Source: an optimization exercise on an open RTL-to-GDS flow (aim: small area). Production flows keep margins and buffers that such runs may drop. No functional check of the RTL was part of any run shown here. No activity file was given, so power comes from the tool's default toggle rates.

==> flow/design.v, too long to show whole: its modules and the start of the top module <==
// module color_tracker: 1503 lines
// module fa: 4 lines
// module ha: 4 lines
module color_tracker
(
    input   wire        clk         ,
    input   wire        rst_n       ,
    output  wire [15:0] pix_addr    ,
    output  wire        pix_rden    ,
    input   wire [15:0] pix_data    ,
    output  wire [7:0]  vga_r       ,
    output  wire [7:0]  vga_g       ,
    output  wire [7:0]  vga_b       ,
    output  reg         th_hsync    ,
    output  reg         th_vsync    ,
    output  wire [31:0] x_error     ,
    output  wire [31:0] h_error
 ) ;
function rge;
    input [15:0] a;
    input [15:0] b;
    integer i;
    reg c;
    begin
        c = 1'b1;
        for (i = 0; i < 16; i = i + 1)
            c = (a[i] & ~b[i]) | (~(a[i] ^ b[i]) & c);
  // ...
==> flow/flow/run.sh <==
#!/bin/bash
# The standard layout (standard.sh: the ORFS run) with these changes:
# - synthesis uses a copy of ORFS's scripts in ./scripts in which
#   * the logic is mapped with flow/abc.script, an area-oriented ABC script,
#     in place of abc_speed.script, and
#   * Yosys's adder extraction (extract_fa) runs only on the design's full
#     and half adder modules (fa, ha), not on the rest of the logic;
#   the registers are the standard synthesis's;
# - the buffers ORFS puts on every input and output port are the
#   platform's smallest buffer, sky130_fd_sc_hd__buf_1;
# - clock tree synthesis uses clkbuf_8 and inserts no dummy loads.
set -euo pipefail
rm -rf scripts
cp -r "$FLOW_HOME/scripts" scripts
cp flow/abc.script scripts/abc_speed.script
sed -i 's/^  extract_fa {\*}\[dont_use_extract_fa_args\]$/  extract_fa {*}[dont_use_extract_fa_args] fa ha/' scripts/synth.tcl
grep -q 'dont_use_extract_fa_args\] fa ha$' scripts/synth.tcl
bash standard.sh "SCRIPTS_DIR=$PWD/scripts" \
  "BUFFER_PORTS_ARGS=-buffer_cell sky130_fd_sc_hd__buf_1" \
  "CTS_ARGS=-sink_clustering_enable -repair_clock_nets -buf_list sky130_fd_sc_hd__clkbuf_8 -dont_use_dummy_load" \
  finish > standard_flow.log 2>&1
==> flow/flow/abc.script <==
&get -n
&st
&deepsyn -T 60
&dch
&nf -R 1000
&put
buffer -c
topo
stime -c
upsize -c
dnsize -c
==> flow/standard.sh <==
#!/bin/bash
# synth_recipe.tcl (not shown) runs the flow's synth.tcl, then flattens the netlist and writes it again
# the make line also repeats each setting of config.mk as NAME=value (left out here)
make -C /OpenROAD-flow-scripts/flow DESIGN_CONFIG=/design/flow/config.mk WORK_HOME=/design/flow/orfs CLKGATE_MAP_FILE= SYNTH_SCRIPT=/design/flow/synth_recipe.tcl "${@:-finish}"
==> flow/config.mk <==
export PLATFORM = sky130hd
export DESIGN_NAME = color_tracker
export DESIGN_NICKNAME = color_tracker
export VERILOG_FILES = /design/flow/design.v
export SDC_FILE = /design/flow/constraint.sdc
export NUM_CORES = 4
export LEC_CHECK = 0
export CAP_MARGIN = 20
export CORE_MARGIN = 2
export CORE_UTILIZATION = 65
export CTS_BUF_LIST = sky130_fd_sc_hd__clkbuf_8
export SLEW_MARGIN = 20
export SYNTH_HIERARCHICAL = 1
==> flow/constraint.sdc <==
create_clock -name core_clock -period 12.0 [get_ports {clk}]
set_input_delay 2.4000 -clock core_clock [delete_from_list [all_inputs] [get_ports {clk}]]
set_output_delay 2.4000 -clock core_clock [all_outputs]
set_load 0.01 [all_outputs]
==> results.sh, run 1 <==
export IMPL_status="no timing/DRC/antenna violations"
export IMPL_grt_overflow=0
export IMPL_ctsResizeCount=4
export IMPL_synthTopCellsByCount="104 x nor2_1, 103 x nand2_1, 99 x fa_1, 81 x and2_1, 74 x dfxtp_1"
export IMPL_min_delay_start="d1[9]$_DFF_P_"
export IMPL_synth_edff_count=0
export IMPL_worstPathArrival_ns=9.31
export IMPL_hold_viol_final=0
export IMPL_layout_drive_gt1_share_pct=8.851
export IMPL_antenna_found_initial=0
export IMPL_rows=48
export IMPL_slew_viol_final=0
export IMPL_cp_startpoint="y1[0]$_DFF_PN0_"
export IMPL_fin_crit_ns=11.71
export IMPL_pg_clk_mw=0.299
export IMPL_yosysMostFrequentCell="nor2_1"
export IMPL_placed_cell_area_um2=11760
export IMPL_cts_tree="yes"
export IMPL_dr_wl_met2_um=12920
export IMPL_port_buffers=124
export IMPL_met3_usage_pct=4.893
export IMPL_wl_per_cell_um=17.38
export IMPL_die_x_um=137.4
export IMPL_final_cell_mix="110 x buf_1, 104 x nor2_1, 103 x nand2_1"
export IMPL_path_delay_family="adder cells"
export IMPL_largest_cell_class="multi-input gates"
export IMPL_clockRootBuffer="clkbuf_8"
export IMPL_nWellTaps=225
export IMPL_timing_fmax_mhz=85.42
export IMPL_synth_compound_area_share_pct=14.21
export IMPL_relSlewSlack_pct=34.43
export IMPL_dr_pass1_iters=6
export IMPL_setup_violations=0
export IMPL_ys_async_sr_fraction_pct=55.15
export IMPL_path_buf_inv=3
export IMPL_pre_cts_ws_ns=0.04396
export IMPL_vdd_drop_max_uv=160.7
==> run 2: changes to the inputs <==
--- a/flow/design.v
+++ b/flow/design.v
@@ -686,36 +686,33 @@
 wire fs_535;
 wire fc_536;
 wire fs_537;
 wire fc_538;
 wire fs_539;
 wire fc_540;
 wire fs_541;
 wire fc_542;
-wire hs_543;
-wire hc_544;
-wire fs_545;
-wire fc_546;
+wire fs_543;
+wire fc_544;
+wire hs_545;
+wire hc_546;
 wire fs_547;
 wire fc_548;
 wire fs_549;
 wire fc_550;
 wire xs_551;
 wire xc_552;
 wire fs_553;
 wire fc_554;
 wire fs_555;
 wire fc_556;
-wire fs_557;
-wire fc_558;
+wire cs_557;
+wire cs_558;
 wire cs_559;
-wire cs_560;
-wire cs_561;
-wire cs_562;
 wire [19:0] hv;
 assign ps_1 = d3[12] ^ d3[11];
 assign pc_2 = d3[12] & d3[11];
 assign ps_3 = d3[13] ^ d3[12] ^ pc_2;
 assign pc_4 = (d3[13] & d3[12]) | (pc_2 & (d3[13] ^ d3[12]));
 assign ps_5 = d3[14] ^ d3[13] ^ pc_4;
 assign pc_6 = (d3[14] & d3[13]) | (pc_4 & (d3[14] ^ d3[13]));
 assign ps_7 = d3[15] ^ d3[14] ^ pc_6;
@@ -1267,49 +1264,47 @@
 fa u_fa88 (.a(fs_493), .b(fc_492), .c(fc_526), .s(fs_527), .co(fc_528));
 fa u_fa89 (.a(fs_495), .b(fc_494), .c(fc_528), .s(fs_529), .co(fc_530));
 fa u_fa90 (.a(fs_497), .b(fc_496), .c(fc_530), .s(fs_531), .co(fc_532));
 fa u_fa91 (.a(fs_499), .b(fc_498), .c(fc_532), .s(fs_533), .co(fc_534));
 fa u_fa92 (.a(fs_501), .b(fc_500), .c(fc_534), .s(fs_535), .co(fc_536));
 fa u_fa93 (.a(fs_503), .b(fc_502), .c(fc_536), .s(fs_537), .co(fc_538));
 fa u_fa94 (.a(fs_505), .b(fc_504), .c(fc_538), .s(fs_539), .co(fc_540));
 fa u_fa95 (.a(fs_507), .b(fc_506), .c(fc_540), .s(fs_541), .co(fc_542));
-ha u_ha9 (.a(fs_509), .b(fc_508), .s(hs_543), .co(hc_544));
-fa u_fa96 (.a(hs_511), .b(fc_510), .c(hc_544), .s(fs_545), .co(fc_546));
-fa u_fa97 (.a(~wr_375), .b(hc_512), .c(fc_546), .s(fs_547), .co(fc_548));
+fa u_fa96 (.a(fs_509), .b(fc_508), .c(fc_542), .s(fs_543), .co(fc_544));
+ha u_ha9 (.a(hs_511), .b(fc_510), .s(hs_545), .co(hc_546));
+fa u_fa97 (.a(~wr_375), .b(hc_512), .c(hc_546), .s(fs_547), .co(fc_548));
 assign fs_549 = wr_376 ^ wr_375 ^ fc_548;
-assign xs_551 = ~(fs_509 ^ fc_508);
-assign xc_552 = (fs_509 | fc_508);
-fa u_fa99 (.a(hs_511), .b(fc_510), .c(xc_552), .s(fs_553), .co(fc_554));
-fa u_fa100 (.a(~wr_375), .b(hc_512), .c(fc_554), .s(fs_555), .co(fc_556));
-assign fs_557 = wr_376 ^ wr_375 ^ fc_556;
-assign cs_559 = fc_542 ? xs_551 : hs_543;
-assign cs_560 = fc_542 ? fs_553 : fs_545;
-assign cs_561 = fc_542 ? fs_555 : fs_547;
-assign cs_562 = fc_542 ? fs_557 : fs_549;
+assign xs_551 = ~(hs_511 ^ fc_510);
+assign xc_552 = (hs_511 | fc_510);
+fa u_fa99 (.a(~wr_375), .b(hc_512), .c(xc_552), .s(fs_553), .co(fc_554));
+assign fs_555 = wr_376 ^ wr_375 ^ fc_554;
+assign cs_557 = fc_544 ? xs_551 : hs_545;
+assign cs_558 = fc_544 ? fs_553 : fs_547;
+assign cs_559 = fc_544 ? fs_555 : fs_549;
 assign hv[0] = pp_287;
 assign hv[1] = hs_513;
 assign hv[2] = fs_515;
 assign hv[3] = fs_517;
 assign hv[4] = fs_519;
 assign hv[5] = fs_521;
 assign hv[6] = fs_523;
 assign hv[7] = fs_525;
 assign hv[8] = fs_527;
 assign hv[9] = fs_529;
 assign hv[10] = fs_531;
 assign hv[11] = fs_533;
 assign hv[12] = fs_535;
 assign hv[13] = fs_537;
 assign hv[14] = fs_539;
 assign hv[15] = fs_541;
-assign hv[16] = cs_559;
-assign hv[17] = cs_560;
-assign hv[18] = cs_561;
-assign hv[19] = cs_562;
+assign hv[16] = fs_543;
+assign hv[17] = cs_557;
+assign hv[18] = cs_558;
+assign hv[19] = cs_559;
 wire h_end = (h == 10'd800);
 wire h_200 = (h == 10'd200);
 always @(posedge clk or negedge rst_n) begin
     if (!rst_n)     h <= 10'd636;
     else if (h_end) h <= 10'd0;
     else            h <= h_inc;
 end
 always @(posedge clk or negedge rst_n) begin
==> run 2 against run 1 <==
  * Count of clock-buffer cells in the layout unchanged
  * Via count up 0.12%
  * Area after synthesis down 0.58%
  * Die area down 0.57%
  * Cell count down 0.99%
  * Maximum frequency up 0.22%
  * Routed wire length down 1.1%
  * Non-clock buffer count down 2
  * Clock skew down 0.0090 ns
  * Clock power about the same
  * Setup slack better by 0.025 ns
  * Final area down 0.47%
  * Critical path type unchanged
  * Highest routed layer unchanged
==> results.sh, run 2 <==
export IMPL_die_x_um=137.0
export IMPL_rsz0062_at_grt="no"
export IMPL_crit_fanout=7
export IMPL_core_area_um2=17300
export IMPL_synth_ff_type="dfxtp_1"
export IMPL_ios=125
export IMPL_cts_made_buffers=17
export IMPL_yosys_mux_area_fraction_pct=0.4458
export IMPL_initialDrtViolationCount=716
export IMPL_final_fill_count=1462
export IMPL_syn_instance_count=1226
export IMPL_synth_xor_area_share_pct=5.905
export IMPL_slew_viol_final=0
export IMPL_grt_total_usage_pct=28.76
export IMPL_port_buffers=124
export IMPL_synth_simple_gate_area_share_pct=19.08
export IMPL_cp_common_cell="fa_2"
export IMPL_grt_overflow=0
export IMPL_n_antenna_cell=0
export IMPL_p_leak_nw=5.049
export IMPL_ys_async_sr_fraction_pct=55.15
export IMPL_syn_num_nets=1351
export IMPL_worst_pin_slew_ns=1.160
export IMPL_clkTransAtPathRegs_ns=0.10
export IMPL_hold_viol_final=0
export IMPL_syn_area_per_cell_um2=9.385
export IMPL_viasPerCell=5.956
export IMPL_syn_to_final_growth_pct=4.643
export IMPL_crit_slowest_cell="fa_1"
export IMPL_clockRootBuffer="clkbuf_8"
export IMPL_final_nets=1400
export IMPL_yosysMostFrequentCell="nand2_1"
export IMPL_yosys_area_top_type_share_pct=17.05
export IMPL_synth_edff_count=0
export IMPL_cap_viol_max_count=0
export IMPL_initial_core_util_pct=66.52
export IMPL_worstSetupPathType="flip-flop to output port"
export IMPL_p_per_area_nw_per_um2=103.2
export IMPL_grt_pass1_wl_um=42420
export IMPL_fin_crit_ns=11.68
export IMPL_antenna_found_initial=0
export IMPL_final_common_cell="buf_1"
export IMPL_holdWs_ns=0.3091
export IMPL_yosys_area_top_type="fa_1"
export IMPL_final_cell_mix="110 x buf_1, 102 x nand2_1, 90 x nor2_1, 90 x and2_1, 79 x fa_1"
export IMPL_ys_warn_count=7
export IMPL_synth_area_um2=11510
export IMPL_status="no timing/DRC/antenna violations"
export IMPL_period_share_pct=97.35
export IMPL_synth_top_family_by_area="simple AND/OR/NAND/NOR gates"
export IMPL_min_path_type="flip-flop to flip-flop"
export IMPL_grt_pass1_vias=8598
export IMPL_insertion_delay_ns=0.46
export IMPL_dr_pass1_iters=5
export IMPL_synth_distinct_cells=87
export IMPL_crit_path_max_incr_delay_ns=0.54
export IMPL_synth_compound_area_share_pct=14.92
export IMPL_endpoint_kind="output port"
export IMPL_die_area_um2=18780
export IMPL_wl_per_cell_um=17.36
export IMPL_timing_setup_tns_ns=0
export IMPL_ys_seq_area_share_pct=32.89
export IMPL_worstPathRequired_ns=9.60
export IMPL_cts_tree="yes"
export IMPL_clock_skew_final_ns=0.04459
export IMPL_vdd_drop_max_uv=121.5
export IMPL_synthTopCellsByCount="102 x nand2_1, 98 x fa_1, 90 x and2_1, 90 x nor2_1, 74 x dfxtp_1"
export IMPL_rows=48
export IMPL_wl_um=26010
export IMPL_fp_dieH_um=137.0
export IMPL_critPathLaunchType="flip-flop"
export IMPL_drc=0
export IMPL_timing_fmax_mhz=85.60
export IMPL_synthTopCellsByArea="fa_1 17%, dfrtp_1 15%, dfxtp_1 13%"
export IMPL_dp_hpwl_um=19740
export IMPL_relSlewSlack_pct=22.50
export IMPL_layout_drive_gt1_share_pct=9.662
export IMPL_grt_max_degree=78
export IMPL_yosys_register_bits=165
export IMPL_routabilityCongestion=0.9003
export IMPL_postCtsHoldBufs=0
export IMPL_vias=8922
export IMPL_cts_buffer_depth=2
export IMPL_ant_nets=0
export IMPL_cts_max_level=4
export IMPL_setup_violations=0
export IMPL_synth_adder_area_share_pct=18.70
export IMPL_worstPathArrival_ns=9.28
export IMPL_cts_sinks=165
[run 2: cell types whose count changed after synthesis, moves of 6 or more]
| cell | before | now |
|---|---|---|
| nor2b_1 | 26 | 8 |
| nor2_1 | 104 | 90 |
| a21oi_1 | 54 | 63 |
| and2_1 | 81 | 90 |
| nand3_1 | 20 | 28 |
| xnor2_1 | 42 | 50 |
| inv_1 | 58 | 65 |
| nand2b_1 | 22 | 15 |
| a22o_1 | 25 | 19 |
| a22oi_1 | 12 | 18 |
| and3_1 | 17 | 11 |
| nor3_1 | 36 | 30 |
[run 2: final timing paths]
| kind | start | endpoint | slack [ns] | cells past startpoint |
|---|---|---|---|---|
| hold / removal | d1[8]$_DFF_P_ | d2[8]$_DFF_P_ | 0.31 | 0 |
| hold reg to reg | d1[8]$_DFF_P_ | d2[8]$_DFF_P_ | 0.31 | 0 |
| setup reg to reg | y1[0]$_DFF_PN0_ | or_g[5]$_DFF_PN0_ | 6.28 | 18 |
| max in group asynchronous | rst_n | or_g[5]$_DFF_PN0_ | 8.93 | 2 |
| setup / recovery | x1[0]$_DFF_PN0_ | h_error[29] | 0.32 | 25 |
| min in group asynchronous | rst_n | y0[3]$_DFF_PN0_ | 1.82 | 1 |
[run 2: metrics by stage]
stage | instances | worst slack, ns | power [mW] | util (%) | cell area, um2
floorplan | 1226 | 0.03342 | 0.8895 | - | 11510
global placement | 1477 | 0.2017 | 0.9504 | 67.59 | 11690
detailed placement | 1477 | 0.007263 | 0.9530 | 67.59 | 11690
CTS | 1498 | 0.01040 | 1.251 | 69.42 | 12010
global route | 1498 | 0.01930 | 1.314 | 69.61 | 12040
finish | 1498 | 0.3180 | 1.243 | 69.61 | 12040
[run 2: worst max-delay path, delay by kind of cell, from the launching register on]
| kind | cells | cell delay (ns) |
|---|---|---|
| xor gates and xnor gates | 1 | 0.19 |
| adders and majority gates | 19 | 7.39 |
| buffers and inverters | 2 | 0.31 |
| DFF | 1 | 0.37 |
| muxes | 1 | 0.24 |
| and+or+nand+nor | 2 | 0.37 |
[run 2: layout make-up]
cell class,instances,area (um2),area share [%]
timing repair buffer,142,628.1,5.217
sequential,165,3785,31.44
multi-input combinational,882,6860,56.98
inverter,67,251.5,2.089
tap,225,281.5,2.338
clock buffer,17,234.0,1.943
[run 2: power by group]
part	total [mW]	internal, mW	switching [mW]
clock	0.298	0.125	0.173
sequential	0.633	0.599	0.0341
combinational	0.312	0.135	0.177
[run 2: cells by family (layout without fill, tap and decap cells)]
family | count (synthesis) | count (layout)
and+or+nand+nor | 429 | 429
AOI/OAI and AO/OA | 258 | 258
buffers and inverters | 179 | 226
DFF | 165 | 165
adders and majority gates | 114 | 114
xor gates and xnor gates | 75 | 75
muxes | 5 | 5
other | 1 | 1
[run 2: what timing repair did]
action / 4_1_cts / 5_1_grt
setup endpoints to repair: 15 / 14
buffers inserted: 3 / 0
pin swaps: 6 / 10
cloned: 1 / 0
resized for setup: 23 / 15
[run 2: per-module statistics from Yosys, one instance, submodules excluded]
module         flip-flops and latches  cells inside  copies in the design
color_tracker                     165          1119                     1
fa                                  0             1                    98
ha                                  0             1                     9
[run 2: routing by layer]
metal	track usage (%)	share of wire, %
met5	0	0
met4	9.507	2.6
met3	4.296	5.4
met2	47.79	49
met1	38.79	43

==> what the ideal ports hide <==
The flow's constraints put no driver on any port. The routed layouts listed below were extracted and timed again, unchanged, in two steps. Step 1, drivers: a clkbuf_16 drives clk and a buf_2 each remaining input, both assumed. Step 2, shift: input delay + t, output delay - t, t = (earliest + latest rising clock arrival at the registers) / 2. This alone moves slack from input paths to output paths. Slacks: ideal ports / drivers / drivers and shift; pairs: ideal ports / drivers.
| run | shift t [ns] | setup slack, ns | worst setup path at the end | latest minus earliest clock arrival (ns) | slew at the worst register clock pin (ns) |
|---|---|---|---|---|---|
| run 1 | 0.481 | 0.293 / 0.252 / 0.733 | register to output | 0.056 / 0.056 | 0.11 / 0.11 |
| run 2 | 0.477 | 0.318 / 0.277 / 0.754 | register to output | 0.046 / 0.045 | 0.11 / 0.11 |
After both steps setup and hold are still met in every run listed.
